Context: an optimization exercise on an open-source flow, tuned for small area. The choices shown serve that exercise and are no tape-out recipe.
In this exercise RTL edits were held to simulation tests only and were not proved equivalent to the original.
Power is estimated from default activity; no workload was simulated.

File: flow/run.sh
#!/bin/bash
# synth_recipe.tcl (not shown) runs the flow's synth.tcl, then flattens the netlist and writes it again
# the make line also repeats each setting of config.mk as NAME=value (left out here)
make -C /OpenROAD-flow-scripts/flow DESIGN_CONFIG=/design/flow/config.mk WORK_HOME=/design/flow/orfs CLKGATE_MAP_FILE= SYNTH_SCRIPT=/design/flow/synth_recipe.tcl finish
File: flow/config.mk
export PLATFORM = sky130hd
export DESIGN_NAME = BreakoutControl
export DESIGN_NICKNAME = BreakoutControl
export VERILOG_FILES = /design/flow/design.v
export SDC_FILE = /design/flow/constraint.sdc
export NUM_CORES = 4
export LEC_CHECK = 0
export CAP_MARGIN = 20
export CORE_MARGIN = 2
export CORE_UTILIZATION = 40
export SLEW_MARGIN = 20
File: flow/constraint.sdc
create_clock -name core_clock -period 10.0 [get_ports {clk_50}]
set_input_delay 2.0000 -clock core_clock [delete_from_list [all_inputs] [get_ports {clk_50}]]
set_output_delay 2.0000 -clock core_clock [all_outputs]
set_load 0.01 [all_outputs]
File: flow/design.v
module BreakoutControl(clk_50, strt, rst, L, R, tick, color, pix_x, pix_y, ball_x, ball_y, pad_x, bricks, win, lose);
input clk_50;
input strt, rst, L, R;
input tick;
output reg [2:0] color;
output [8:0] pix_x;
output [7:0] pix_y;
output [9:0] ball_x;
output [9:0] ball_y;
output [9:0] pad_x;
output [15:0] bricks;
output win, lose;
function [10:0] radd;
	input [10:0] a;
	input [10:0] b;
	input cin;
	integer i;
	reg c;
	begin
		c = cin;
		for (i = 0; i < 11; i = i + 1) begin
			radd[i] = a[i] ^ b[i] ^ c;
			c = (a[i] & b[i]) | (c & (a[i] | b[i]));
		end
	end
endfunction
function ge;
	input [10:0] v;
	input [10:0] c;
	integer i;
	reg r;
	begin
		r = 1'b1;
		for (i = 0; i < 11; i = i + 1)
			r = c[i] ? (v[i] & r) : (v[i] | r);
		ge = r;
	end
endfunction
reg ph25;
reg [8:0] x;    
reg [7:0] y;    
wire [10:0] xinc = radd({2'b0, x}, 11'd0, 1'b1);
wire [10:0] yinc = radd({3'b0, y}, 11'd0, 1'b1);
always @(posedge clk_50 or negedge rst)
	if (!rst) begin
		ph25 <= 1'b0;
		x <= 9'd0;
		y <= 8'd0;
	end else begin
		ph25 <= ~ph25;
		if (!ph25) begin
			if (x[8] & x[6]) begin             
				x <= 9'd0;
				y <= (&y[7:4]) ? 8'd0 : yinc[7:0];  
			end else
				x <= xinc[8:0];
		end
	end
localparam BS_START = 4'd0, BS_POS = 4'd1, BS_SMOVE = 4'd2, BS_MOVE = 4'd3,
           BS_SWY = 4'd4, BS_SWL = 4'd5, BS_SWR = 4'd6, BS_PAD = 4'd7, BS_DONE = 4'd8;
reg [3:0] bs;
reg [9:0] bx, by;
reg ud;            
reg [2:0] dx;      
reg lo;
reg [15:0] hit, pend;
reg tbp, lrp, tbc, lrc;
reg [1:0] ps;
reg [7:0] px;      
reg pcol;
reg [2:0] pang;
always @(posedge clk_50 or negedge rst)
	if (!rst) bs <= BS_START;
	else if (tick)
		case (bs)
			BS_START: bs <= BS_POS;
			BS_POS:   if (!strt) bs <= BS_SMOVE;
			BS_SMOVE: bs <= BS_MOVE;
			BS_MOVE:
				if (tbc || by == 10'd1) bs <= BS_SWY;
				else if (bx == 10'd2 || bx == 10'd1) bs <= BS_SWL;
				else if (bx == 10'd318 || bx == 10'd319) bs <= BS_SWR;
				else if (lrc) bs <= BS_SWL;
				else if (pcol) bs <= BS_PAD;
				else if (by == 10'd240) bs <= BS_DONE;
			BS_SWY, BS_SWL, BS_SWR, BS_PAD: bs <= BS_MOVE;
			default: bs <= bs;
		endcase
wire mv  = bs == BS_MOVE;
wire swl = bs == BS_SWL && dx[2];
wire swr = bs == BS_SWR && !dx[2] && dx != 3'd0;
wire [3:0] xd = mv ? {dx[2], dx} : swl ? {3'b001, ~dx[0]} : swr ? {2'b11, dx[0], ~dx[0]} : 4'd0;
wire [2:0] yd = mv ? (ud ? 3'b111 : 3'b001) : bs == BS_SWY ? (ud ? 3'b010 : 3'b110) : bs == BS_PAD ? 3'b111 : 3'b000;
wire [10:0] bxn = radd({1'b0, bx}, {{7{xd[3]}}, xd}, 1'b0);
wire [10:0] byn = radd({1'b0, by}, {{8{yd[2]}}, yd}, 1'b0);
always @(posedge clk_50 or negedge rst)
	if (!rst) begin
		bx <= 10'd160;
		by <= 10'd100;
		ud <= 1'b0;
		dx <= 3'd0;
		lo <= 1'b0;
	end else if (tick) begin
		bx <= bxn[9:0];
		by <= byn[9:0];
		if (bs == BS_SWY) ud <= ~ud;
		if (bs == BS_PAD) ud <= 1'b1;
		if (swl || swr) dx <= {~dx[2], dx[1] ^ dx[0], dx[0]};  
		if (bs == BS_PAD) dx <= pang - 3'd2;
		if (bs == BS_DONE) lo <= 1'b1;
	end
wire [10:0] pe = radd({1'b0, bx}, {3'b111, ~px}, 1'b0);    
wire coll = by == 10'd200 && !pe[10] && !ge(pe, 11'd79);
wire [10:0] pxn = radd({3'b0, px}, {3'b0, {7{~ps[0]}}, 1'b1}, 1'b0);  
always @(posedge clk_50 or negedge rst)
	if (!rst) ps <= 2'd0;
	else if (tick)
		case (ps)
			2'd0: if (!strt) ps <= 2'd1;
			2'd1: if (!L) ps <= 2'd2; else if (!R) ps <= 2'd3;
			2'd2: if (L) ps <= 2'd1;
			2'd3: if (R) ps <= 2'd1;
		endcase
always @(posedge clk_50 or negedge rst)
	if (!rst) begin
		px <= 8'd100;
		pcol <= 1'b0;
		pang <= 3'd0;
	end else if (tick && ps != 2'd0) begin
		if (coll) begin
			pcol <= 1'b1;
			pang <= pe[6:4];
		end else if (ps == 2'd1)
			pcol <= 1'b0;
		else if (ps == 2'd2 ? px != 8'd0 : px != 8'd240) begin
			px <= pxn[7:0];
			pcol <= 1'b0;
		end
	end
wire [10:0] bx11 = {1'b0, bx};
wire [10:0] by11 = {1'b0, by};
wire row1tb = by == 10'd50 || by == 10'd70;
wire row1lr = ge(by11, 51) && !ge(by11, 70);
wire row2tb = by == 10'd19 || by == 10'd39;
wire row2lr = ge(by11, 20) && !ge(by11, 39);
reg [7:0] coltb, collr;
integer k;
always @(*)
	for (k = 0; k < 8; k = k + 1) begin
		coltb[k] = ge(bx11, 2 + 40 * k) && !ge(bx11, 41 + 40 * k);
		collr[k] = bx == 1 + 40 * k || bx == 2 + 40 * k || bx == 40 + 40 * k || bx == 41 + 40 * k;
	end
wire [15:0] tbdet = {coltb & {8{row2tb}}, coltb & {8{row1tb}}};
wire [15:0] lrdet = {collr & {8{row2lr}}, collr & {8{row1lr}}};
wire [15:0] live = ~hit & ~pend;
always @(posedge clk_50 or negedge rst)
	if (!rst) begin
		hit <= 16'd0;
		pend <= 16'd0;
		tbp <= 1'b0;
		lrp <= 1'b0;
		tbc <= 1'b0;
		lrc <= 1'b0;
	end else if (tick) begin
		hit <= hit | pend;
		pend <= (tbdet | lrdet) & live;
		tbp <= |(tbdet & live);
		lrp <= |(lrdet & live);
		tbc <= tbp;
		lrc <= lrp;
	end
reg [2:0] ds;      
reg wst, lst, W;
wire started = ds != 3'd0;
always @(posedge clk_50 or negedge rst)
	if (!rst) begin
		wst <= 1'b0;
		lst <= 1'b0;
		W <= 1'b0;
	end else begin
		if (started && !wst && !lst) begin
			if (&hit) wst <= 1'b1;
			else if (lo) lst <= 1'b1;
		end
		W <= wst;
	end
wire over = lo | W;
wire [10:0] x11 = {2'b0, x};
wire [10:0] qe = radd(x11, {3'b111, ~px}, 1'b0);           
wire padpix = !qe[10] && !ge(qe, 11'd79) && ge({3'b0, y}, 201) && !ge({3'b0, y}, 210);
wire [10:0] bxd = radd(bx11, ~x11, 1'b1);                  
wire [10:0] byd = radd(by11, ~{3'b0, y}, 1'b1);            
wire ballpix = bx[9:1] != 9'd0 && by[9:1] != 9'd0 &&
               (bxd == 11'd0 || bxd == 11'd1 || bxd == 11'h7ff) &&
               (byd == 11'd0 || byd == 11'd1 || byd == 11'h7ff);
reg [7:0] colx;
always @(*)
	for (k = 0; k < 8; k = k + 1)
		colx[k] = ge(x11, 2 + 40 * k) && !ge(x11, 41 + 40 * k);
wire [10:0] y11 = {3'b0, y};
wire r1 = ge(y11, 51) && !ge(y11, 70);
wire r2 = ge(y11, 20) && !ge(y11, 39);
wire blkpix = (r1 && |(colx & ~hit[7:0])) || (r2 && |(colx & ~hit[15:8]));
wire [2:0] cls = (padpix || (ballpix && !over)) ? 3'd1 :
                 (blkpix && !over) ? 3'd2 :
                 lo ? 3'd5 : W ? 3'd4 : 3'd3;
always @(posedge clk_50 or negedge rst)
	if (!rst) begin
		ds <= 3'd0;
		color <= 3'b111;
	end else begin
		color <= ds;
		case (ds)
			3'd0: if (!strt) ds <= 3'd7;
			3'd7: ds <= cls;
			3'd6: ds <= ds;
			default: ds <= 3'd7;
		endcase
	end
assign pix_x = x;
assign pix_y = y;
assign ball_x = bx;
assign ball_y = by;
assign pad_x = {2'b00, px};
assign bricks = hit;
assign win = W;
assign lose = lo;
endmodule
==> summary.txt, run 1 <==
Synth
  • Complex-gate fraction of the synthesized area: a little under a fifth
  • Largest cells by area after synthesis: dfrtp_1 (30%), fa_1 (13%), ha_1 (5.3%)
  • Mapped Cells: a little under 900
  • Post-synth EDFFs: 0
  • Most used DFF post-synth: dfrtp_1
  • Post-synth top area cell: dfrtp_1
  • Number of distinct library cells after synthesis: 92
  • Ys Warns: 1
  • XOR/XNOR Fraction of Synth Area: 0.986%
  • Post-Synth Adder-Cell Area: between 10% and 20%
  • Syn Std Cell Area: 8000 sq um
  • Simple-Gate Fraction of Synth Area: roughly a fifth
  • Largest family of logic cells by synthesized area: simple AND/OR/NAND/NOR gates
  • Ys async rst share: 100%
  • Syn Area/Cell: approximately 9.2 sq um
  • Post-synthesis mux area share: around 1.5%
  • Synth top area share: between 20% and 30%
  • Post-synthesis sequential area ratio: 33.3%
  • Synth Register Bits: about 110

Critical path
  • Crit Path Class: reg2reg
  • CP required: about 10,000 ps
  • Critical path endpoint category: flop
  • Startpoint Class: flop
  • Critical path fanouts, max: 8
  • Arr. time, crit path: between 5000 and 6000 ps

Global route
  • Vias in the first global route: 6,432
  • First-pass GRT wire length: 36.8 mm
  • Global route overflow: 0
  • GR Util All Layers: 22.0%
  • Largest net degree at the start of global routing: 67
  • Initial antenna violation count: 0

Routing
  • DRT antenna net count: 0
  • Pre-antenna DRT Iters: 6
  • Drt total wl: 22.7 mm
  • Residual DRC: 0
  • Via count: just under 7k
  • DR iter-0 viols: ~700
  • Avg WL per Cell: roughly 19 microns
  • Avg Vias per Cell: approximately 5.7

Floorplan
  • FP Rows: 51
  • Core region area: between 15,000 and 20,000 sq um
  • Die area: 21,100 sq um
  • Die W: approximately 150 microns
  • Starting density of the core: around two fifths
  • # IOs: 74
  • Die Ht: about 150 microns

Final layout
  • Antenna cells: 0
  • Area growth syn-to-layout: 14.7%
  • Layout cell share with drive strength beyond 1: around 7%
  • Finished Cell Area: approximately 9200 sq um
  • NumNets Final: 1,003
  • Fill cell count: ~1.9k

Timing
  • Slew @ Worst Pin: 1070 ps
  • Total Neg Setup Slack: 0 ps
  • RSZ-0062 raised after global routing: no
  • Max-slew headroom: around 28%
  • FMAX: between 150 and 200 MHz
  • Tcrit/Tclk final: between 50% and 60%
  • Finish-stage setup viols: 0
  • Hold Violations, Final: 0
  • Max-slew violations: 0
  • Worst setup margin: 4710 ps
  • Setup Skew: ~12 ps
  • Tmin final: approximately 5300 ps

Place
  • DP Worst Slack: between 4000 and 5000 ps
  • Final GP Congestion: 0.904
  • Dpl cell area: roughly 8900 sq um
  • Input/output buffers: ~70
  • HPWL after detailed placement: 17.0 mm

Hold path
  • Hold WC Path Type: reg2reg

Clock tree
  • CTS root buf: clkbuf_16
  • Cts repair resizes: 0
  • Post-CTS Hold Buffers: 0
  • Clock latency at the later pin of the worst-skew pair: around 360 ps
  • TritonCTS clock tree: yes
  • Num Clock Sinks: approximately 110
  • Num CTS Buffers: 9
  • Buffer depth of the longest clock path: 2
  • Htree depth: 3
  • Post-CTS setup buffers: 0
  • Reg clk slew, reported paths: 70 ps

Run status
  • Run status: finished clean

Pwr
  • Clock share of power: around a quarter
  • Net Sw Frac: 37.8%
  • Pint: ~0.88 mW
  • Max VDD drop: about 0.13 mV
  • Switching power: around 0.54 mW
  • Power per Cell Area: ~150 nW/um^2
  • Flop pwr share: 39.9%
  • Logic pwr share: between 30 and 40%
  • Pleak: ~3.7 nW

Run
  • Maxcap violations: 0
-- per-layer routing --
layer | vias to the layer above | track usage, % | wire [microns] | share of wire [%]
met3 | 31 | 4.11 | 1570 | 6.9
met4 | 0 | 6.32 | 421 | 1.9
met2 | 247 | 34.3 | 10400 | 46
met1 | 3273 | 31.6 | 10300 | 46
li1 | 3187 | - | - | -
met5 | - | 0 | 0 | 0
-- per-stage QoR --
step / std cells / power (mW) / utilization, % / hold WS, ps
2_1_floorplan: 867 / 0.867 / - / 377
3_3_place_gp: 1166 / 1.05 / 45.5 / 404
3_5_place_dp: 1166 / 1.06 / 45.5 / 406
4_1_cts: 1182 / 1.43 / 47.0 / 422
5_1_grt: 1182 / 1.52 / 47.0 / 437
6_report: 1182 / 1.42 / 47.0 / 418
-- power groups by stage --
stage / Combinational (mW) / Clock, mW / Sequential [mW]
6_report: 0.486 / 0.368 / 0.566
5_1_grt: 0.552 / 0.394 / 0.577
4_1_cts: 0.488 / 0.378 / 0.567
3_5_place_dp: 0.487 / 0 / 0.575
3_3_place_gp: 0.478 / 0 / 0.573
2_1_floorplan: 0.320 / 0 / 0.547
-- area by class of cell --
| cell class | instances | area, sq um | area share [%] |
|---|---|---|---|
| Timing Repair Buffer | 77 | 748 | 8.16 |
| Sequential cell | 106 | 2670 | 29.1 |
| Inverter | 93 | 349 | 3.81 |
| Clock buffer | 10 | 229 | 2.50 |
| Multi-Input combinational cell | 625 | 4780 | 52.1 |
| Tap cell | 265 | 332 | 3.61 |
| Clock inverter | 6 | 66.3 | 0.723 |
-- cell families after synthesis --
kind of cell,Yosys count
and+or+nand+nor,308
AOI/OAI and AO/OA,210
other,1
xor gates and xnor gates,9
DFF,106
adders and majority gates,85
muxes,11
buffers and inverters,136
-- cells in the final DEF (no fill, tap or decap), drive strengths merged, types with 9 or more instances in the layout --
master and count:
a211oi 10, a21o 13, a21oi 41, a31oi 10
clkbuf 10, clkdlybuf4s50 69, dfrtp 95, dfstp 11
fa 51, ha 34, inv 95, nand2 80
nand3 28, nand4 20, nor2 60, nor3 27
nor4 13, o211ai 9, o21ai 44, or3 11
-- synthesized netlist by cell type, drive strengths merged, types with 5 or more instances --
cell / n
a22oi: 5
nor2: 60
o21ai: 44
nand4: 20
or3: 11
inv: 93
or2: 5
o211ai: 9
nor4bb: 6
nor4: 13
buf: 22
a21oi: 41
nand2b: 7
nor2b: 8
nor3b: 8
and3: 6
o2bb2ai: 6
a32oi: 6
o31ai: 6
clkbuf: 21
nand2: 80
a21o: 13
dfrtp: 95
a211oi: 10
mux2: 8
fa: 51
nand3: 28
a22o: 8
xnor2: 6
o41ai: 5
o22ai: 8
a31oi: 10
nor3: 27
ha: 34
dfstp: 11
-- registers in the layout (all words and copies together) (netlist names), 2 cells and up --
| signal | count |
|---|---|
| color | 3 |
| bs | 4 |
| bx | 10 |
| x | 9 |
| ps | 2 |
| px | 8 |
| pend | 16 |
| pang | 3 |
| y | 8 |
| by | 10 |
| hit | 16 |
| dx | 3 |
| ds | 3 |
-- worst max-delay path, cell delays in order (launching register included) --
cell	delay (ps)
dfrtp_1	500
inv_1	160
ha_1	170
fa_1	160
inv_1	50
fa_1	380
fa_1	390
fa_1	390
fa_1	390
fa_1	370
inv_1	80
fa_1	180
fa_1	160
ha_1	110
or4b_1	420
nor4_1	700
o22ai_1	210
o211ai_1	230
a21oi_1	90
o41ai_1	60
-- worst paths after layout --
path,from,endpoint,slack (ps),depth (start not counted)
setup reg to reg,bx[0],ds[0],4710,19
setup / recovery,bx[0],ds[0],4710,19
hold / removal,wst,W,420,0
hold reg to reg,wst,W,420,0
max in group asynchronous,rst,px[3],7100,2
min in group asynchronous,rst,y[6],1620,1
==> inputs of run 2 (changes only) <==
--- a/flow/design.v
+++ b/flow/design.v
@@ -65,3 +65,3 @@
 reg lo;
-reg [15:0] hit, pend;
+reg [15:0] hit;
 reg tbp, lrp, tbc, lrc;
@@ -88,7 +88,9 @@
 		endcase
-wire mv  = bs == BS_MOVE;
-wire swl = bs == BS_SWL && dx[2];
-wire swr = bs == BS_SWR && !dx[2] && dx != 3'd0;
+wire mv  = tick && bs == BS_MOVE;
+wire swy = tick && bs == BS_SWY;
+wire bpad = tick && bs == BS_PAD;
+wire swl = tick && bs == BS_SWL && dx[2];
+wire swr = tick && bs == BS_SWR && !dx[2] && dx != 3'd0;
 wire [3:0] xd = mv ? {dx[2], dx} : swl ? {3'b001, ~dx[0]} : swr ? {2'b11, dx[0], ~dx[0]} : 4'd0;
-wire [2:0] yd = mv ? (ud ? 3'b111 : 3'b001) : bs == BS_SWY ? (ud ? 3'b010 : 3'b110) : bs == BS_PAD ? 3'b111 : 3'b000;
+wire [2:0] yd = mv ? (ud ? 3'b111 : 3'b001) : swy ? (ud ? 3'b010 : 3'b110) : bpad ? 3'b111 : 3'b000;
 wire [10:0] bxn = radd({1'b0, bx}, {{7{xd[3]}}, xd}, 1'b0);
@@ -102,10 +104,10 @@
 		lo <= 1'b0;
-	end else if (tick) begin
+	end else begin
 		bx <= bxn[9:0];
 		by <= byn[9:0];
-		if (bs == BS_SWY) ud <= ~ud;
-		if (bs == BS_PAD) ud <= 1'b1;
+		if (swy) ud <= ~ud;
+		if (bpad) ud <= 1'b1;
 		if (swl || swr) dx <= {~dx[2], dx[1] ^ dx[0], dx[0]};  
-		if (bs == BS_PAD) dx <= pang - 3'd2;
-		if (bs == BS_DONE) lo <= 1'b1;
+		if (bpad) dx <= pang - 3'd2;
+		if (tick && bs == BS_DONE) lo <= 1'b1;
 	end
@@ -113,3 +115,4 @@
 wire coll = by == 10'd200 && !pe[10] && !ge(pe, 11'd79);
-wire [10:0] pxn = radd({3'b0, px}, {3'b0, {7{~ps[0]}}, 1'b1}, 1'b0);  
+wire pmv = tick && ps[1] && !coll && (ps[0] ? px != 8'd240 : px != 8'd0);
+wire [10:0] pxn = radd({3'b0, px}, {3'b0, {7{pmv & ~ps[0]}}, pmv}, 1'b0);  
 always @(posedge clk_50 or negedge rst)
@@ -125,3 +128,2 @@
 	if (!rst) begin
-		px <= 8'd100;
 		pcol <= 1'b0;
@@ -134,7 +136,12 @@
 			pcol <= 1'b0;
-		else if (ps == 2'd2 ? px != 8'd0 : px != 8'd240) begin
-			px <= pxn[7:0];
+		else if (pmv)
 			pcol <= 1'b0;
-		end
-	end
+	end
+always @(posedge clk_50 or negedge rst)
+	if (!rst)
+		px <= 8'd100;
+	else
+		px <= pxn[7:0];
+reg pv, prow, ptwo;
+reg [2:0] pk;
 wire [10:0] bx11 = {1'b0, bx};
@@ -145,12 +152,22 @@
 wire row2lr = ge(by11, 20) && !ge(by11, 39);
-reg [7:0] coltb, collr;
+wire rowtb = row1tb | row2tb;
+wire rowlr = row1lr | row2lr;
+wire row = row2tb | row2lr;            
+wire g41 = ge(bx11, 41), g81 = ge(bx11, 81), g121 = ge(bx11, 121), g161 = ge(bx11, 161),
+     g201 = ge(bx11, 201), g241 = ge(bx11, 241), g281 = ge(bx11, 281);
+wire [2:0] K = {g161, (g81 & ~g161) | g241, (g41 & ~g81) | (g121 & ~g161) | (g201 & ~g241) | g281};
+wire two = bx == 10'd41 || bx == 10'd81 || bx == 10'd121 || bx == 10'd161 || bx == 10'd201 || bx == 10'd241 || bx == 10'd281;
+wire e2 = bx == 10'd2 || bx == 10'd42 || bx == 10'd82 || bx == 10'd122 || bx == 10'd162 || bx == 10'd202 || bx == 10'd242 || bx == 10'd282;
+wire e40 = bx == 10'd40 || bx == 10'd80 || bx == 10'd120 || bx == 10'd160 || bx == 10'd200 || bx == 10'd240 || bx == 10'd280 || bx == 10'd320;
+wire tbd = rowtb && ge(bx11, 2) && !ge(bx11, 321) && !two;
+wire lrd = rowlr && (bx == 10'd1 || bx == 10'd321 || two || e2 || e40);
+reg [15:0] pdec;
 integer k;
 always @(*)
-	for (k = 0; k < 8; k = k + 1) begin
-		coltb[k] = ge(bx11, 2 + 40 * k) && !ge(bx11, 41 + 40 * k);
-		collr[k] = bx == 1 + 40 * k || bx == 2 + 40 * k || bx == 40 + 40 * k || bx == 41 + 40 * k;
-	end
-wire [15:0] tbdet = {coltb & {8{row2tb}}, coltb & {8{row1tb}}};
-wire [15:0] lrdet = {collr & {8{row2lr}}, collr & {8{row1lr}}};
-wire [15:0] live = ~hit & ~pend;
+	for (k = 0; k < 16; k = k + 1)
+		pdec[k] = pv && prow == k[3] && (pk == k[2:0] || (ptwo && pk == k[2:0] + 3'd1));
+wire [15:0] live = ~hit & ~pdec;
+wire [7:0] lrow = row ? live[15:8] : live[7:0];
+wire liveA = lrow[K];
+wire liveB = lrow[K - 3'd1];
 always @(posedge clk_50 or negedge rst)
@@ -158,3 +175,6 @@
 		hit <= 16'd0;
-		pend <= 16'd0;
+		pv <= 1'b0;
+		prow <= 1'b0;
+		ptwo <= 1'b0;
+		pk <= 3'd0;
 		tbp <= 1'b0;
@@ -164,6 +184,9 @@
 	end else if (tick) begin
-		hit <= hit | pend;
-		pend <= (tbdet | lrdet) & live;
-		tbp <= |(tbdet & live);
-		lrp <= |(lrdet & live);
+		hit <= hit | pdec;
+		pv <= tbd | lrd;
+		prow <= row;
+		pk <= K;
+		ptwo <= lrd & two;
+		tbp <= tbd & liveA;
+		lrp <= lrd & (liveA | (two & liveB));
 		tbc <= tbp;
--- a/flow/config.mk
+++ b/flow/config.mk
@@ -10,2 +10,3 @@
 export CORE_UTILIZATION = 40
+export CTS_BUF_LIST = sky130_fd_sc_hd__clkbuf_8
 export SLEW_MARGIN = 20
==> run 2 against run 1 <==
Net effect: power increased by 41%; sequential power rose by 32%; utilization shrank 0.22 points; cell count fell by 16%; register-to-register slack got worse by 2100 ps; sequential cell count shrank 10; critical endpoint is now px[7]; combinational power is 110% higher; critical path type unchanged; worst setup slack got worse by 2100 ps; area after synthesis fell by 13%; non-clock buffer count shrank 4.
==> summary.txt, run 2 <==
Synth
  • Post-synth top area cell: dfrtp_1
  • Synth Register Bits: 96 (-9.4%)
  • Most used DFF post-synth: dfrtp_1
  • Ys Warns: 1 (unchanged)
  • Syn Std Cell Area: 6980 sq um (-13%)
  • Mapped Cells: 708 (-18%)
  • Top-count cell post-synth: dfrtp_1
  • Largest cells by area after synthesis: dfrtp_1 (30%), fa_1 (15%), ha_1 (5.9%)
  • Ys async rst share: 100% (unchanged)
  • Post-synthesis sequential area ratio: 34.6% (+1.3 points)
  • Post-synth EDFFs: 0 (unchanged)
  • Number of distinct library cells after synthesis: 79 (-14%)
  • Commonest cells in the netlist: dfrtp_1 (85), inv_1 (67), nor2_1 (55)
  • Syn Area/Cell: 9.86 sq um (+6.8%)
  • Synth top area share: 30.5% (+0.73 points)

Floorplan
  • Starting density of the core: 40.6% (-0.30 points)
  • FP Rows: 48 (-5.9%)
  • Core region area: 17,200 sq um (-12%)
  • # IOs: 74 (unchanged)
  • Die Ht: 136 microns (-6.4%)
  • Die area: 18,500 sq um (-12%)
  • Die W: 136 microns (-6.4%)

Final layout
  • Fill cell count: 1,667 (-11%)
  • NumNets Final: 855 (-15%)
  • Antenna cells: 0 (unchanged)
  • Layout cell share with drive strength beyond 1: 7.53% (+0.34 points)
  • Commonest non-fill, non-tap cell in the layout: dfrtp_1
  • Most frequent cells in the layout: dfrtp_1 (85), clkdlybuf4s50_1 (70), inv_1 (68)
  • Area growth syn-to-layout: 15.0%
  • Top Registers: hit: 16 flops, bx: 10 flops, by: 10 flops
  • Final std cells w/o fill: 995 (-16%)
  • Register name with the most flops: hit
  • Max FFs per register: 16

Pwr
  • Max VDD drop: 0.158 mV (+25%)
  • Pleak: 3.38 nW (-9.4%)
  • Power per Cell Area: 250 nW/um^2 (+61%)

Timing
  • RSZ-0062 raised after global routing: no
  • Total Neg Setup Slack: 0 ps (unchanged)
  • Max-slew headroom: 43.3% (+15 points)
  • Tcrit/Tclk final: 73.6% (+21 points)
  • Slew @ Worst Pin: 851 ps (-224 ps)
  • FMAX: 136 MHz (-28%)
  • Max-slew violations: 0 (unchanged)
  • Finish-stage setup viols: 0 (unchanged)
  • Setup Skew: 15.6 ps (+3.47 ps)
  • Tmin final: 7360 ps (+2060 ps)
  • Hold Violations, Final: 0 (unchanged)

Critical path
  • Arr. time, crit path: 7620 ps (+2070 ps)
  • Crit Path Class: reg2reg
  • CP required: 10,270 ps (about the same)
  • Critical path endpoint category: flop
  • Startpoint Class: flop
  • R2r setup slk: 2640 ps (-2060 ps)
  • Critical path fanouts, max: 11 (+3)

Clock tree
  • CTS root buf: clkbuf_8
  • Post-CTS Hold Buffers: 0 (unchanged)
  • Clock latency at the later pin of the worst-skew pair: 390 ps (+30 ps)
  • Num Clock Sinks: 96 (-9.4%)
  • Post-CTS setup buffers: 0 (unchanged)
  • Num CTS Buffers: 9 (unchanged)
  • Cts repair resizes: 0 (unchanged)
  • Buffer depth of the longest clock path: 2 (unchanged)
  • Htree depth: 3 (unchanged)
  • Reg clk slew, reported paths: 110 ps (+40 ps)
  • TritonCTS clock tree: yes

Place
  • Placed cell count: 979 (-16%)
  • Input/output buffers: 71 (unchanged)
  • Final GP Congestion: 0.863 (-4.6%)
  • HPWL after detailed placement: 13.9 mm (-18%)

Global route
  • First-pass GRT wire length: 30.1 mm (-18%)
  • Largest net degree at the start of global routing: 66 (-1.5%)
  • Initial antenna violation count: 0 (unchanged)
  • GR Util All Layers: 21.0% (-1.0 points)
  • Global route overflow: 0 (unchanged)
  • Vias in the first global route: 5,632 (-12%)

Routing
  • DR iter-0 viols: 487 (-29%)
  • Residual DRC: 0 (unchanged)
  • Via count: 5,716 (-15%)
  • Avg WL per Cell: 18.6 microns (-3.2%)
  • DRT antenna net count: 0 (unchanged)
  • Pre-antenna DRT Iters: 6 (unchanged)
  • Avg Vias per Cell: 5.74 (+0.78%)
  • Drt total wl: 18.5 mm (-19%)

Hold path
  • Hold WC Path Type: reg2reg

Run
  • Maxcap violations: 0 (unchanged)

Run status
  • Run status: finished clean
run 2: critical path: stages (launching register included):
cell and delay, ps:
dfrtp_1 550, ha_1 290, fa_1 380, fa_1 390
fa_1 390, fa_1 370, inv_1 70, fa_1 180
fa_1 160, inv_1 50, fa_1 360, inv_1 70
ha_1 140, ha_1 220, nand4b_1 110, nor4_1 120
nor4_1 530, inv_1 330, fa_1 480, fa_1 390
fa_1 400, fa_1 410, fa_1 370, inv_1 80
fa_1 180, xnor2_1 130, xnor2_1 80
run 2: metrics by stage:
step | utilization (%) | power [mW] | setup slack (ps) | cell area (sq um) | hold WS, ps
after global routing | 46.8 | 2.18 | 2230 | 8030 | 441
final | 46.8 | 2.01 | 2640 | 8030 | 424
after global placement | 45.7 | 1.74 | 2820 | 7860 | 391
after floorplan | - | 1.39 | 3220 | 6990 | 376
after detailed placement | 45.7 | 1.77 | 2600 | 7860 | 398
after CTS | 46.8 | 2.02 | 2610 | 8030 | 422
run 2: final timing paths:
| kind | cells after the start | endpoint | start |
|---|---|---|---|
| setup / recovery | 26 | px[7] | bx[0] |
| hold / removal | 0 | W | wst |
| setup reg to reg | 26 | px[7] | bx[0] |
| hold reg to reg | 0 | W | wst |
| max in group asynchronous | 2 | pang[2] | rst |
| min in group asynchronous | 1 | y[5] | rst |
run 2: cells by family after synthesis:
| family | Yosys count | share of synthesized area [%] |
|---|---|---|
| buffers and inverters | 96 | 5.56 |
| multiplexers | 19 | 3.19 |
| flip-flops | 96 | 34.6 |
| adder cells (fa/ha/maj) | 84 | 20.5 |
| AND/OR/NAND/NOR | 237 | 18.4 |
| XOR/XNOR | 10 | 1.25 |
| AO/OA/AOI/OAI | 165 | 16.4 |
| other | 1 | 0.0537 |
run 2: power breakdown:
part           switching (mW)  internal, mW  total (mW)
Clock                   0.149        0.0904       0.239
Combinational           0.534         0.483        1.02
Sequential              0.249         0.500       0.749
run 2: layout make-up:
cell class / count / area, sq um / area share [%]
multi-input cells: 517 / 4180 / 52.1
well taps: 225 / 282 / 3.51
inverters: 68 / 255 / 3.18
clock inverters: 7 / 50.0 / 0.623
repair buffers: 73 / 723 / 9.00
clock buffers: 9 / 124 / 1.54
flip-flops and latches: 96 / 2420 / 30.1
run 2: per-layer routing:
layer | wire length, microns | track usage [%]
met1 | 8280 | 29.2
met2 | 8950 | 34.3
met5 | 0 | 0
met3 | 1010 | 2.76
met4 | 274 | 6.66
==> inputs of run 3 (changes only) <==
--- a/flow/config.mk
+++ b/flow/config.mk
@@ -10,3 +10,2 @@
 export CORE_UTILIZATION = 40
-export CTS_BUF_LIST = sky130_fd_sc_hd__clkbuf_8
 export SLEW_MARGIN = 20
==> run 3 against run 2 <==
Net effect: global-route usage about the same; sequential power about the same; via count about the same; design area up 1.3%; wire length about the same; sequential share of layout area down 0.37 points; critical path depth unchanged; combinational power about the same; synthesized cell count unchanged; critical path type unchanged; critical endpoint unchanged.
==> summary.txt, run 3 <==
Run status
  • Run status: finished clean

Critical path
  • Worst reg2reg path depth: 26 (unchanged)
  • CP max-delay cell: dfrtp_1
  • Buf+Inv Stages, Crit Path: 5 (unchanged)
  • Max incr delay on CP: 540 ps (about the same)
  • Critical path endpoint category: flop
  • R2r setup slk: 2630 ps (about the same)
  • Arr. time, crit path: 7590 ps (-30 ps)
  • Startpoint Class: flop
  • Crit Path Class: reg2reg
  • Crit-path most repeated cell: fa_1
  • Largest delay share family, worst path: adder cells
  • CP required: 10,220 ps (-50 ps)
  • Critical path fanouts, max: 11 (unchanged)
  • Worst R2R End: px[7]
  • Worst reg2reg path startpoint: bx[0]

Timing
  • Max-slew violations: 0 (unchanged)
  • Total Neg Setup Slack: 0 ps (unchanged)
  • Worst hold slack: 417 ps (-7.10 ps)
  • Tcrit/Tclk final: 73.7% (+0.13 points)
  • RSZ-0062 raised after global routing: no
  • Hold Violations, Final: 0 (unchanged)
  • Setup Skew: 10.7 ps (-4.93 ps)
  • FMAX: 136 MHz (-0.18%)
  • Slew @ Worst Pin: 843 ps (-7.67 ps)
  • Tmin final: 7370 ps (+13.1 ps)
  • Finish-stage setup viols: 0 (unchanged)
  • Max-slew headroom: 43.8% (+0.51 points)
  • Worst setup margin: 2630 ps (-13.1 ps)

Global route
  • Initial antenna violation count: 0 (unchanged)
  • Global route overflow: 0 (unchanged)
  • Vias in the first global route: 5,627 (-0.089%)
  • Largest net degree at the start of global routing: 66 (unchanged)
  • First-pass GRT wire length: 30.0 mm (-0.12%)
  • GR Util All Layers: 21.0% (-0.043 points)

Final layout
  • Max FFs per register: 16 (unchanged)
  • Top Registers: hit: 16 flops, bx: 10 flops, by: 10 flops
  • Layout cell share with drive strength beyond 1: 7.53% (unchanged)
  • Commonest non-fill, non-tap cell in the layout: dfrtp_1
  • Final std cells w/o fill: 995 (unchanged)
  • Utilization after layout: 47.3% (+0.59 points)
  • Most frequent cells in the layout: dfrtp_1 (85), clkdlybuf4s50_1 (70), inv_1 (67)
  • Antenna cells: 0 (unchanged)
  • Area growth syn-to-layout: 16.5%
  • Register name with the most flops: hit
  • Fill cell count: 1,650 (-1.0%)
  • NumNets Final: 855 (unchanged)
  • Finished Cell Area: 8130 sq um (+1.3%)

Clock tree
  • Num CTS Buffers: 9 (unchanged)
  • Reg clk slew, reported paths: 70 ps (-40 ps)
  • Post-CTS setup buffers: 0 (unchanged)
  • CTS root buf: clkbuf_16
  • Cts repair resizes: 0 (unchanged)
  • TritonCTS clock tree: yes
  • Post-CTS Hold Buffers: 0 (unchanged)
  • Htree depth: 3 (unchanged)
  • Num Clock Sinks: 96 (unchanged)
  • Clock latency at the later pin of the worst-skew pair: 350 ps (-40 ps)
  • Buffer depth of the longest clock path: 2 (unchanged)

Pwr
  • Total Power: 2.09 mW (+4.4%)
  • Max VDD drop: 0.158 mV (+0.55%)
  • Pleak: 3.42 nW (+1.2%)
  • Power per Cell Area: 257 nW/um^2 (+3.1%)

Floorplan
  • FP Rows: 48 (unchanged)
  • Core region area: 17,200 sq um (unchanged)
  • Die W: 136 microns (unchanged)
  • Starting density of the core: 40.6% (unchanged)
  • # IOs: 74 (unchanged)
  • Die area: 18,500 sq um (unchanged)
  • Die Ht: 136 microns (unchanged)

Routing
  • Routed length on met3: 944 microns (-6.2%)
  • Drt total wl: 18.5 mm (about the same)
  • Length of routed met2 wiring: 9.01 mm (+0.61%)
  • Via count: 5,711 (-0.087%)
  • DR iter-0 viols: 493 (+1.2%)
  • Pre-antenna DRT Iters: 5 (-1)
  • M1 WL: 8.33 mm (+0.56%)
  • Avg WL per Cell: 18.6 microns (about the same)
  • Highest metal used: met4
  • Avg Vias per Cell: 5.74 (about the same)
  • DRT antenna net count: 0 (unchanged)
  • Residual DRC: 0 (unchanged)

Synth
  • Ys Warns: 1 (unchanged)
  • Synth top area share: 30.5% (unchanged)
  • Post-synth EDFFs: 0 (unchanged)
  • Largest cells by area after synthesis: dfrtp_1 (30%), fa_1 (15%), ha_1 (5.9%)
  • Most used DFF post-synth: dfrtp_1
  • Post-synth top area cell: dfrtp_1
  • Syn Area/Cell: 9.86 sq um (unchanged)
  • Ys async rst share: 100% (unchanged)
  • Number of distinct library cells after synthesis: 79 (unchanged)
  • Post-synthesis sequential area ratio: 34.6% (unchanged)
  • Commonest cells in the netlist: dfrtp_1 (85), inv_1 (67), nor2_1 (55)
  • Synth Register Bits: 96 (unchanged)
  • Top-count cell post-synth: dfrtp_1
  • Mapped Cells: 708 (unchanged)
  • Syn Std Cell Area: 6980 sq um (unchanged)

Hold path
  • Hold Path Depth: 0 (unchanged)
  • Hold WC Path Type: reg2reg
  • Hold Crit Endpoint: W
  • Hold Path Origin: wst

Place
  • DP Worst Slack: 2600 ps (unchanged)
  • Placed cell count: 979 (unchanged)
  • HPWL after detailed placement: 13.9 mm (unchanged)
  • Final GP Congestion: 0.863 (unchanged)
  • Dpl cell area: 7860 sq um (unchanged)
  • Input/output buffers: 71 (unchanged)

Run
  • Maxcap violations: 0 (unchanged)
run 3: cell counts after synthesis:
No cell type changed its count.
run 3: cell type report:
cell class	instances	area, sq um	area share, %
Clock buffer	10	229	2.82
Tap cell	225	282	3.46
Inverter	68	255	3.14
Clock inverter	6	46.3	0.569
Sequential cell	96	2420	29.7
Timing Repair Buffer	73	723	8.89
Multi-Input combinational cell	517	4180	51.4
run 3: how the worst max path moves through the flow:
| stage | cells past startpoint | end | start | slack, ps |
|---|---|---|---|---|
| 5_1_grt | 26 | px[7] | bx[0] | 2220 |
| 2_1_floorplan | 27 | px[7] | px[0] | 3220 |
| 4_1_cts | 26 | px[7] | bx[0] | 2610 |
| 6_report | 26 | px[7] | bx[0] | 2630 |
| 3_3_place_gp | 26 | px[7] | bx[0] | 2820 |
| 3_5_place_dp | 26 | px[7] | bx[0] | 2600 |
run 3: per-layer routing:
| layer | vias up | global-route usage [%] |
|---|---|---|
| met5 | - | 0 |
| li1 | 2648 | - |
| met2 | 167 | 34.4 |
| met4 | 0 | 5.84 |
| met1 | 2875 | 28.9 |
| met3 | 21 | 3.32 |
run 3: cell families after synthesis:
| group | count (synthesis) | share of synthesized area (%) |
|---|---|---|
| XOR/XNOR | 10 | 1.25 |
| buffers and inverters | 96 | 5.56 |
| flip-flops | 96 | 34.6 |
| other | 1 | 0.0537 |
| multiplexers | 19 | 3.19 |
| AND/OR/NAND/NOR | 237 | 18.4 |
| adder cells (fa/ha/maj) | 84 | 20.5 |
| AO/OA/AOI/OAI | 165 | 16.4 |
run 3: report_power, final:
group | switching [mW] | internal (mW) | total [mW]
sequential | 0.251 | 0.500 | 0.751
clock | 0.158 | 0.170 | 0.327
combinational | 0.533 | 0.483 | 1.02
total | 0.942 | 1.15 | 2.09
==> inputs of run 4 (changes only) <==
==> flow/flow/run.sh (new file) <==
#!/bin/bash
set -euo pipefail
export BUFFER_PORTS_ARGS="-buffer_cell sky130_fd_sc_hd__buf_1"
bash standard.sh > standard.log 2>&1
==> flow/standard.sh (new file) <==
#!/bin/bash
# synth_recipe.tcl (not shown) runs the flow's synth.tcl, then flattens the netlist and writes it again
# the make line also repeats each setting of config.mk as NAME=value (left out here)
make -C /OpenROAD-flow-scripts/flow DESIGN_CONFIG=/design/flow/config.mk WORK_HOME=/design/flow/orfs CLKGATE_MAP_FILE= SYNTH_SCRIPT=/design/flow/synth_recipe.tcl "${@:-finish}"
removed: flow/run.sh
==> run 4 against run 3 <==
Net effect: count of clock-buffer cells in the layout stayed put; combinational power is 9% lower; area after synthesis stayed put; non-clock buffer count stayed put; register-to-register slack worse by 70 ps; hold slack worse by 3.4 ps; sequential cell count stayed put; wire length is 3.1% lower; design area is 4.6% lower; sequential power hardly changed; synthesized cell count stayed put; power is 1.1% lower; critical path type unchanged; critical endpoint unchanged; largest power group unchanged; highest routed layer unchanged.
==> summary.txt, run 4 <==
Floorplan
  • # IOs: 74 (unchanged)
  • FP Rows: 48 (unchanged)
  • Die Ht: 136 microns (unchanged)
  • Core region area: 17,200 sq um (unchanged)
  • Starting density of the core: 40.6% (unchanged)
  • Die area: 18,500 sq um (unchanged)
  • Die W: 136 microns (unchanged)

Critical path
  • Critical path fanouts, max: 11 (unchanged)
  • CP required: 10,210 ps (about the same)
  • Critical path endpoint category: flop
  • Setup crit end: px[7]
  • Buf+Inv Stages, Crit Path: 5 (unchanged)
  • R2r setup slk: 2560 ps (-70 ps)
  • Critical path depth: 26 (unchanged)
  • Crit Path Class: reg2reg
  • Startpoint Class: flop
  • Crit-path most repeated cell: fa_1
  • Max incr delay on CP: 580 ps (+40 ps)
  • Largest delay share family, worst path: adder cells
  • Worst reg2reg path depth: 26 (unchanged)
  • CP max-delay cell: nor4_1
  • Worst reg2reg path startpoint: bx[0]
  • Worst R2R End: px[7]
  • Arr. time, crit path: 7650 ps (+60 ps)
  • Crit. Startpoint: bx[0]

Clock tree
  • Post-CTS Hold Buffers: 0 (unchanged)
  • Clock latency at the later pin of the worst-skew pair: 350 ps (about the same)
  • CTS root buf: clkbuf_16
  • Htree depth: 3 (unchanged)
  • Buffer depth of the longest clock path: 2 (unchanged)
  • Num Clock Sinks: 96 (unchanged)
  • Cts repair resizes: 0 (unchanged)
  • Num CTS Buffers: 9 (unchanged)
  • Reg clk slew, reported paths: 70 ps (about the same)
  • Post-CTS setup buffers: 0 (unchanged)
  • TritonCTS clock tree: yes

Final layout
  • Commonest non-fill, non-tap cell in the layout: dfrtp_1
  • Top Registers: hit: 16 flops, bx: 10 flops, by: 10 flops
  • Max FFs per register: 16 (unchanged)
  • Fill cell count: 1,669 (+1.2%)
  • NumNets Final: 855 (unchanged)
  • Most frequent cells in the layout: dfrtp_1 (85), buf_1 (70), inv_1 (67)
  • Area growth syn-to-layout: 11.1%
  • Layout cell share with drive strength beyond 1: 7.66% (+0.13 points)
  • Register name with the most flops: hit

Global route
  • Global route overflow: 0 (unchanged)
  • GR Util All Layers: 20.3% (-0.67 points)
  • Initial antenna violation count: 1 (+1)
  • Largest net degree at the start of global routing: 79 (+20%)
  • Vias in the first global route: 5,658 (+0.55%)
  • First-pass GRT wire length: 29.4 mm (-2.1%)

Timing
  • Setup Skew: 7.47 ps (-3.23 ps)
  • Total Neg Setup Slack: 0 ps (unchanged)
  • Tmin final: 7440 ps (+68.8 ps)
  • Finish-stage setup viols: 0 (unchanged)
  • Max-slew violations: 0 (unchanged)
  • Max-slew headroom: 49.5% (+5.7 points)
  • Slew @ Worst Pin: 758 ps (-85.0 ps)
  • Hold Violations, Final: 0 (unchanged)
  • Tcrit/Tclk final: 74.4% (+0.69 points)
  • FMAX: 134 MHz (-0.92%)
  • RSZ-0062 raised after global routing: no

Routing
  • DR iter-0 viols: 387 (-22%)
  • Avg Vias per Cell: 5.71 (-0.57%)
  • DRT antenna net count: 0 (unchanged)
  • Residual DRC: 0 (unchanged)
  • Highest metal used: met4
  • Length of routed met2 wiring: 8.47 mm (-6.0%)
  • M1 WL: 8.29 mm (-0.44%)
  • Avg WL per Cell: 18.0 microns (-3.1%)
  • Routed length on met3: 943 microns (-0.11%)
  • Via count: 5,684 (-0.47%)
  • Drt total wl: 17.9 mm (-3.1%)
  • Pre-antenna DRT Iters: 6 (+1)

Pwr
  • Max VDD drop: 0.166 mV (+4.5%)
  • Pleak: 3.28 nW (-4.1%)
  • Total Power: 2.07 mW (-1.1%)
  • Power per Cell Area: 267 nW/um^2 (+3.7%)

Synth
  • Syn Area/Cell: 9.86 sq um (unchanged)
  • Top-count cell post-synth: dfrtp_1
  • Syn Std Cell Area: 6980 sq um (unchanged)
  • Ys Warns: 1 (unchanged)
  • Post-synth top area cell: dfrtp_1
  • Ys async rst share: 100% (unchanged)
  • Most used DFF post-synth: dfrtp_1
  • Commonest cells in the netlist: dfrtp_1 (85), inv_1 (67), nor2_1 (55)
  • Number of distinct library cells after synthesis: 79 (unchanged)
  • Post-synth EDFFs: 0 (unchanged)
  • Mapped Cells: 708 (unchanged)
  • Synth top area share: 30.5% (unchanged)
  • Synth Register Bits: 96 (unchanged)
  • Post-synthesis sequential area ratio: 34.6% (unchanged)
  • Largest cells by area after synthesis: dfrtp_1 (30%), fa_1 (15%), ha_1 (5.9%)

Place
  • Input/output buffers: 71 (unchanged)
  • Final GP Congestion: 0.873 (+1.1%)
  • HPWL after detailed placement: 13.6 mm (-2.3%)

Hold path
  • Hold Path Depth: 0 (unchanged)
  • Hold WC Path Type: reg2reg

Run
  • Maxcap violations: 0 (unchanged)

Run status
  • Run status: finished clean
run 4: cell counts after synthesis:
No cell type changed its count.
run 4: layer usage:
layer | vias up | track usage, %
li1 | 2645 | -
met2 | 169 | 32.9
met1 | 2847 | 28.1
met4 | 0 | 6.08
met3 | 23 | 3.24
met5 | - | 0
run 4: where the power goes:
| part | internal [mW] | switching (mW) | leakage (nW) |
|---|---|---|---|
| logic | 0.399 | 0.532 | 1.91 |
| registers | 0.500 | 0.251 | 1.21 |
| clock network | 0.228 | 0.160 | 0.159 |
run 4: layout make-up:
cell class              count  area, sq um  area share, %
well taps                 225          282           3.63
diodes                      1         2.50         0.0323
flip-flops and latches     96         2420           31.2
clock buffers              10          239           3.08
repair buffers             73          289           3.73
multi-input cells         517         4180           53.9
clock inverters             6         90.1           1.16
inverters                  68          255           3.29
run 4: kinds of logic after synthesis:
group / Yosys count / share of synthesized area (%)
and+or+nand+nor: 237 / 18.4
AOI/OAI and AO/OA: 165 / 16.4
DFF: 96 / 34.6
buffers and inverters: 96 / 5.56
adders and majority gates: 84 / 20.5
muxes: 19 / 3.19
xor gates and xnor gates: 10 / 1.25
other: 1 / 0.0537
run 4: worst min-delay path by stage:
stage,end,from
finish,W,wst
global route,color[0],ds[0]
CTS,W,wst
detailed placement,W,wst
global placement,W,wst
floorplan,W,wst
run 4: through the flow:
| stage | worst slack (ps) | util [%] | instances | hold WS (ps) | area, sq um |
|---|---|---|---|---|---|
| after global placement | 2810 | 43.2 | 979 | 388 | 7420 |
| after CTS | 2560 | 45.1 | 995 | 419 | 7750 |
| after global routing | 2040 | 45.1 | 995 | 442 | 7750 |
| after floorplan | 3220 | - | 709 | 376 | 6990 |
| after detailed placement | 2570 | 43.2 | 979 | 403 | 7420 |
| final | 2560 | 45.1 | 996 | 414 | 7750 |
==> inputs of run 5 (changes only) <==
==> flow/flow/run.sh (replaced) <==
#!/bin/bash
set -euo pipefail
export BUFFER_PORTS_ARGS="-buffer_cell sky130_fd_sc_hd__buf_1"
export CTS_ARGS="-sink_clustering_enable -repair_clock_nets -dont_use_dummy_load -buf_list sky130_fd_sc_hd__clkbuf_8"
bash standard.sh > standard.log 2>&1
==> run 5 against run 4 <==
Net effect: die area unchanged; sequential cell count unchanged; sequential share of layout area increased by 0.85 points; sequential power about the same; hold slack improved by 8.9 ps; critical path type unchanged.
==> summary.txt, run 5 <==
Timing
  • Finish-stage setup viols: 0 (unchanged)
  • Max-slew violations: 0 (unchanged)
  • Total Neg Setup Slack: 0 ps (unchanged)
  • Tmin final: 7430 ps (-11.3 ps)
  • Tcrit/Tclk final: 74.3% (-0.11 points)
  • FMAX: 135 MHz (+0.15%)
  • Slew @ Worst Pin: 785 ps (+27.5 ps)
  • RSZ-0062 raised after global routing: no
  • Hold Violations, Final: 0 (unchanged)
  • Setup Skew: 26.4 ps (+18.9 ps)
  • Max-slew headroom: 47.6% (-1.8 points)
  • Worst hold slack: 422 ps (+8.85 ps)
  • Worst setup margin: 2570 ps (+11.3 ps)

Routing
  • Avg WL per Cell: 18.1 microns (+0.60%)
  • DR iter-0 viols: 464 (+20%)
  • DRT antenna net count: 0 (unchanged)
  • Avg Vias per Cell: 5.75 (+0.73%)
  • Drt total wl: 17.9 mm (-0.11%)
  • Pre-antenna DRT Iters: 5 (-1)
  • Via count: 5,685 (+0.018%)
  • Residual DRC: 0 (unchanged)

Synth
  • Ys async rst share: 100% (unchanged)
  • Synth top area share: 30.5% (unchanged)
  • Largest cells by area after synthesis: dfrtp_1 (30%), fa_1 (15%), ha_1 (5.9%)
  • Ys Warns: 1 (unchanged)
  • Syn Area/Cell: 9.86 sq um (unchanged)
  • Top-count cell post-synth: dfrtp_1
  • Mapped Cells: 708 (unchanged)
  • Synth Register Bits: 96 (unchanged)
  • Post-synth EDFFs: 0 (unchanged)
  • Syn Std Cell Area: 6980 sq um (unchanged)
  • Number of distinct library cells after synthesis: 79 (unchanged)
  • Post-synthesis sequential area ratio: 34.6% (unchanged)
  • Commonest cells in the netlist: dfrtp_1 (85), inv_1 (67), nor2_1 (55)
  • Post-synth top area cell: dfrtp_1
  • Most used DFF post-synth: dfrtp_1

Floorplan
  • Die area: 18,500 sq um (unchanged)
  • Die Ht: 136 microns (unchanged)
  • FP Rows: 48 (unchanged)
  • Starting density of the core: 40.6% (unchanged)
  • # IOs: 74 (unchanged)
  • Die W: 136 microns (unchanged)
  • Core region area: 17,200 sq um (unchanged)

Critical path
  • Crit Path Class: reg2reg
  • CP required: 10,230 ps (+20 ps)
  • Max incr delay on CP: 570 ps (about the same)
  • Largest delay share family, worst path: adder cells
  • Critical path fanouts, max: 11 (unchanged)
  • Buf+Inv Stages, Crit Path: 5 (unchanged)
  • R2r setup slk: 2570 ps (about the same)
  • CP max-delay cell: nor4_1
  • Arr. time, crit path: 7660 ps (about the same)
  • Crit-path most repeated cell: fa_1
  • Startpoint Class: flop
  • Critical path endpoint category: flop

Clock tree
  • Reg clk slew, reported paths: 90 ps (+20 ps)
  • Clock latency at the later pin of the worst-skew pair: 390 ps (+40 ps)
  • Num CTS Buffers: 9 (unchanged)
  • Num Clock Sinks: 96 (unchanged)
  • Post-CTS Hold Buffers: 0 (unchanged)
  • Buffer depth of the longest clock path: 2 (unchanged)
  • Htree depth: 3 (unchanged)
  • TritonCTS clock tree: yes
  • Cts repair resizes: 0 (unchanged)
  • CTS root buf: clkbuf_8
  • Post-CTS setup buffers: 0 (unchanged)

Run
  • Maxcap violations: 0 (unchanged)

Place
  • HPWL after detailed placement: 13.6 mm (unchanged)
  • Input/output buffers: 71 (unchanged)
  • Dpl cell area: 7420 sq um (unchanged)
  • Final GP Congestion: 0.873 (unchanged)
  • DP Worst Slack: 2570 ps (unchanged)

Global route
  • First-pass GRT wire length: 29.3 mm (-0.28%)
  • Initial antenna violation count: 1 (unchanged)
  • Largest net degree at the start of global routing: 79 (unchanged)
  • Vias in the first global route: 5,636 (-0.39%)
  • Global route overflow: 0 (unchanged)
  • GR Util All Layers: 20.4% (+0.062 points)

Final layout
  • Layout cell share with drive strength beyond 1: 6.82% (-0.85 points)
  • Fill cell count: 1,693 (+1.4%)
  • Top Registers: hit: 16 flops, bx: 10 flops, by: 10 flops
  • Register name with the most flops: hit
  • Most frequent cells in the layout: dfrtp_1 (85), buf_1 (70), inv_1 (67)
  • Commonest non-fill, non-tap cell in the layout: dfrtp_1
  • NumNets Final: 855 (unchanged)
  • Area growth syn-to-layout: 8.14%
  • Finished Cell Area: 7550 sq um (-2.6%)
  • Max FFs per register: 16 (unchanged)

Pwr
  • Pint: 0.980 mW (-13%)
  • Flop pwr share: 39.6% (+3.3 points)
  • Pleak: 3.18 nW (-2.9%)
  • Logic pwr share: 49.2% (+4.2 points)
  • Switching power: 0.912 mW (-3.3%)
  • Max VDD drop: 0.158 mV (-4.5%)
  • Net Sw Frac: 48.2% (+2.6 points)
  • Clock share of power: 11.1% (-7.6 points)
  • Power per Cell Area: 251 nW/um^2 (-6.1%)
  • Total Power: 1.89 mW (-8.6%)

Hold path
  • Hold WC Path Type: reg2reg

Run status
  • Run status: finished clean
[run 5: worst register-to-register path: cells and delay by family (launching register included)]
kind,cells,cell delay (ps)
and+or+nand+nor,3,770
adders and majority gates,16,5120
DFF,1,550
buffers and inverters,5,630
xor gates and xnor gates,2,210
[run 5: final timing paths]
check                           start  endpoint  depth (start not counted)
min in group asynchronous         rst      y[0]                          1
worst max-delay path            bx[0]     px[7]                         26
worst min-delay path              wst         W                          0
max in group asynchronous         rst     ps[0]                          2
worst max register to register  bx[0]     px[7]                         26
worst min register to register    wst         W                          0
[run 5: metrics by stage]
step / util [%] / std cells
6_report: 44.0 / 989
5_1_grt: 43.9 / 988
4_1_cts: 43.9 / 988
3_5_place_dp: 43.2 / 979
3_3_place_gp: 43.2 / 979
2_1_floorplan: - / 709
[run 5: cell type report]
cell class	count	area [sq um]	area share, %
timing repair buffer	73	289	3.83
inverter	68	255	3.38
multi-input combinational	517	4180	55.4
clock buffer	9	124	1.64
antenna	1	2.50	0.0331
tap	225	282	3.73
sequential	96	2420	32.0
[run 5: cell families (layout without fill, tap and decap cells)]
| family | count (synthesis) | after routing | synth area share, % |
|---|---|---|---|
| AND/OR/NAND/NOR | 237 | 237 | 18.4 |
| AO/OA/AOI/OAI | 165 | 165 | 16.4 |
| flip-flops | 96 | 96 | 34.6 |
| buffers and inverters | 96 | 150 | 5.56 |
| adder cells (fa/ha/maj) | 84 | 84 | 20.5 |
| multiplexers | 19 | 19 | 3.19 |
| XOR/XNOR | 10 | 10 | 1.25 |
| other | 1 | 3 | 0.0537 |
[run 5: power by group through the flow]
stage	registers [mW]	clock network (mW)	logic (mW)
after floorplan	0.667	0	0.723
after global placement	0.753	0	0.893
after detailed placement	0.758	0	0.929
after CTS	0.751	0.219	0.935
after global routing	0.780	0.233	1.06
final	0.750	0.210	0.932
[run 5: layer usage]
layer / wire length, microns / track usage, % / vias to the layer above
met1: 8140 / 28.1 / 2846
met3: 1040 / 3.28 / 27
met4: 330 / 7.18 / 0
li1: - / - / 2634
met5: 0 / 0 / -
met2: 8420 / 32.5 / 178
==> inputs of run 6 (changes only) <==
==> flow/flow/run.sh (replaced) <==
#!/bin/bash
set -euo pipefail
export BUFFER_PORTS_ARGS="-buffer_cell sky130_fd_sc_hd__buf_1"
export CTS_ARGS="-sink_clustering_enable -repair_clock_nets -dont_use_dummy_load -buf_list sky130_fd_sc_hd__clkbuf_8 -sink_clustering_size 20 -sink_clustering_max_diameter 100"
bash standard.sh > standard.log 2>&1
==> run 6 against run 5 <==
Net effect: via count did not move; first-iteration DRC count did not move; clock skew did not move; register-to-register slack barely moved; design area did not move; utilization did not move; sequential power barely moved; sequential share of layout area did not move; critical endpoint unchanged.
==> summary.txt, run 6 <==
Critical path
  • Arr. time, crit path: 7660 ps (about the same)
  • Crit Path Class: reg2reg
  • Critical path endpoint category: flop
  • R2r setup slk: 2570 ps (about the same)
  • CP required: 10,230 ps (about the same)
  • Critical path fanouts, max: 11 (unchanged)
  • Startpoint Class: flop

Final layout
  • Utilization after layout: 44.0% (unchanged)
  • Max FFs per register: 16 (unchanged)
  • Final std cells w/o fill: 989 (unchanged)
  • Area growth syn-to-layout: 8.14% (unchanged)
  • Finished Cell Area: 7550 sq um (unchanged)
  • Fill cell count: 1,693 (unchanged)
  • Top Registers: hit: 16 flops, bx: 10 flops, by: 10 flops
  • Layout cell share with drive strength beyond 1: 6.82% (unchanged)
  • Commonest non-fill, non-tap cell in the layout: dfrtp_1
  • Most frequent cells in the layout: dfrtp_1 (85), buf_1 (70), inv_1 (67)
  • Register name with the most flops: hit
  • NumNets Final: 855 (unchanged)

Synth
  • Largest cells by area after synthesis: dfrtp_1 (30%), fa_1 (15%), ha_1 (5.9%)
  • Synth Register Bits: 96 (unchanged)
  • Post-synth EDFFs: 0 (unchanged)
  • Post-synth top area cell: dfrtp_1
  • Synth top area share: 30.5% (unchanged)
  • Number of distinct library cells after synthesis: 79 (unchanged)
  • Mapped Cells: 708 (unchanged)
  • Commonest cells in the netlist: dfrtp_1 (85), inv_1 (67), nor2_1 (55)
  • Post-synthesis sequential area ratio: 34.6% (unchanged)
  • Top-count cell post-synth: dfrtp_1
  • Ys async rst share: 100% (unchanged)
  • Ys Warns: 1 (unchanged)
  • Syn Area/Cell: 9.86 sq um (unchanged)
  • Most used DFF post-synth: dfrtp_1
  • Syn Std Cell Area: 6980 sq um (unchanged)

Floorplan
  • Die W: 136 microns (unchanged)
  • Starting density of the core: 40.6% (unchanged)
  • # IOs: 74 (unchanged)
  • FP Rows: 48 (unchanged)
  • Core region area: 17,200 sq um (unchanged)
  • Die area: 18,500 sq um (unchanged)
  • Die Ht: 136 microns (unchanged)

Pwr
  • Pleak: 3.18 nW (unchanged)
  • Power per Cell Area: 251 nW/um^2 (unchanged)
  • Total Power: 1.89 mW (unchanged)
  • Max VDD drop: 0.158 mV (unchanged)

Clock tree
  • Post-CTS setup buffers: 0 (unchanged)
  • Cts repair resizes: 0 (unchanged)
  • Num CTS Buffers: 9 (unchanged)
  • Buffer depth of the longest clock path: 2 (unchanged)
  • TritonCTS clock tree: yes
  • Clock latency at the later pin of the worst-skew pair: 390 ps (about the same)
  • Post-CTS Hold Buffers: 0 (unchanged)
  • Num Clock Sinks: 96 (unchanged)
  • Htree depth: 3 (unchanged)
  • CTS root buf: clkbuf_8
  • Reg clk slew, reported paths: 90 ps (about the same)

Run
  • Maxcap violations: 0 (unchanged)

Global route
  • Vias in the first global route: 5,636 (unchanged)
  • Initial antenna violation count: 1 (unchanged)
  • Largest net degree at the start of global routing: 79 (unchanged)
  • Global route overflow: 0 (unchanged)
  • First-pass GRT wire length: 29.3 mm (unchanged)
  • GR Util All Layers: 20.4% (unchanged)

Routing
  • Drt total wl: 17.9 mm (unchanged)
  • Avg Vias per Cell: 5.75 (unchanged)
  • Residual DRC: 0 (unchanged)
  • DR iter-0 viols: 464 (unchanged)
  • Pre-antenna DRT Iters: 5 (unchanged)
  • DRT antenna net count: 0 (unchanged)
  • Via count: 5,685 (unchanged)
  • Avg WL per Cell: 18.1 microns (unchanged)

Run status
  • Run status: finished clean

Timing
  • Finish-stage setup viols: 0 (unchanged)
  • Max-slew violations: 0 (unchanged)
  • Tmin final: 7430 ps (unchanged)
  • Hold Violations, Final: 0 (unchanged)
  • Total Neg Setup Slack: 0 ps (unchanged)
  • Worst hold slack: 422 ps (unchanged)
  • Slew @ Worst Pin: 785 ps (unchanged)
  • RSZ-0062 raised after global routing: no
  • Tcrit/Tclk final: 74.3% (unchanged)
  • Max-slew headroom: 47.6% (unchanged)
  • Setup Skew: 26.4 ps (unchanged)
  • FMAX: 135 MHz (unchanged)
  • Worst setup margin: 2570 ps (unchanged)

Place
  • HPWL after detailed placement: 13.6 mm (unchanged)
  • Dpl cell area: 7420 sq um (unchanged)
  • Input/output buffers: 71 (unchanged)
  • Final GP Congestion: 0.873 (unchanged)
  • DP Worst Slack: 2570 ps (unchanged)
  • Placed cell count: 979 (unchanged)

Hold path
  • Hold WC Path Type: reg2reg
## run 6: cell counts after synthesis
Identical to the previous run, type by type.
## run 6: logic make-up (layout without fill, tap and decap cells)
kind of cell    count (synthesis)  in the layout  synth area share [%]
compound gates                165            165                  16.4
xor+xnor                       10             10                  1.25
fa+ha+maj                      84             84                  20.5
buf+inv                        96            150                  5.56
flops                          96             96                  34.6
mux                            19             19                  3.19
other cells                     1              3                0.0537
simple gates                  237            237                  18.4
## run 6: power by group
| group | total, mW | internal, mW | leakage (nW) | switching (mW) |
|---|---|---|---|---|
| clock network | 0.210 | 0.0810 | 0.0647 | 0.129 |
| logic | 0.932 | 0.399 | 1.91 | 0.533 |
| registers | 0.750 | 0.500 | 1.21 | 0.250 |
## run 6: final timing paths
path	from	end	depth (start not counted)
min	wst	W	0
min reg2reg	wst	W	0
max	bx[0]	px[7]	26
max reg2reg	bx[0]	px[7]	26
max in group asynchronous	rst	ps[0]	2
min in group asynchronous	rst	y[0]	1
## run 6: routing by layer
layer | global-route usage (%) | part of all wire (%) | vias up
li1 | - | - | 2634
met1 | 28.1 | 45 | 2846
met2 | 32.5 | 47 | 178
met3 | 3.28 | 5.8 | 27
met4 | 7.18 | 1.8 | 0
met5 | 0 | 0 | -
## run 6: area by class of cell
cell class / count / area [sq um] / share of cell area, %
Antenna cell: 1 / 2.50 / 0.0331
Clock buffer: 9 / 124 / 1.64
Inverter: 68 / 255 / 3.38
Multi-Input combinational cell: 517 / 4180 / 55.4
Sequential cell: 96 / 2420 / 32.0
Tap cell: 225 / 282 / 3.73
Timing Repair Buffer: 73 / 289 / 3.83
## run 6: critical path, cell delays in order, from the launching register on
cell and delay [ps]:
dfrtp_1 550, ha_1 290, fa_1 380, fa_1 390, fa_1 400, fa_1 390, inv_1 80, fa_1 180
fa_1 160, inv_1 50, fa_1 360, inv_1 70, ha_1 130, ha_1 220, nand4b_1 90, nor4_1 110
nor4_1 570, inv_1 340, fa_1 490, fa_1 390, fa_1 390, fa_1 390, fa_1 370, inv_1 90
fa_1 180, xnor2_1 130, xnor2_1 80

-- afterwards: timing with drivers on the ports --
The results above use ideal ports. As a check the final layouts listed here were re-extracted and re-timed, cells and wires unchanged.
Step 1: set_driving_cell puts a clkbuf_16 on clk_50 and a buf_2 on each other input, an assumption about the parent block.
Step 2 adds t to the input delays and takes it off the output delays; t is the mean of the earliest and latest rising clock arrival at the registers after step 1. Input paths then give back, and output paths get back, about the clock's delay inside the block.
a / b / c = ideal / step 1 / step 2; a / b = the first two.
run | t, ns | setup WS [ns] | hold WS [ns] | latest minus earliest clock arrival (ns) | worst register clock-pin slew, ns
run 1 | 0.404 | 4.708 / 4.708 / 4.708 | 0.418 / 0.418 / 0.418 | 0.012 / 0.013 | 0.08 / 0.08
run 2 | 0.422 | 2.644 / 2.644 / 2.644 | 0.424 / 0.424 / 0.424 | 0.016 / 0.016 | 0.11 / 0.11
run 3 | 0.390 | 2.631 / 2.631 / 2.631 | 0.417 / 0.417 / 0.417 | 0.011 / 0.011 | 0.07 / 0.07
run 4 | 0.388 | 2.562 / 2.562 / 2.562 | 0.414 / 0.414 / 0.414 | 0.008 / 0.008 | 0.07 / 0.07
run 5 | 0.412 | 2.574 / 2.574 / 2.574 | 0.422 / 0.422 / 0.422 | 0.026 / 0.026 | 0.10 / 0.10
run 6 | 0.412 | 2.574 / 2.574 / 2.574 | 0.422 / 0.422 / 0.422 | 0.026 / 0.026 | 0.10 / 0.10
After both steps setup and hold are still met in every run listed.
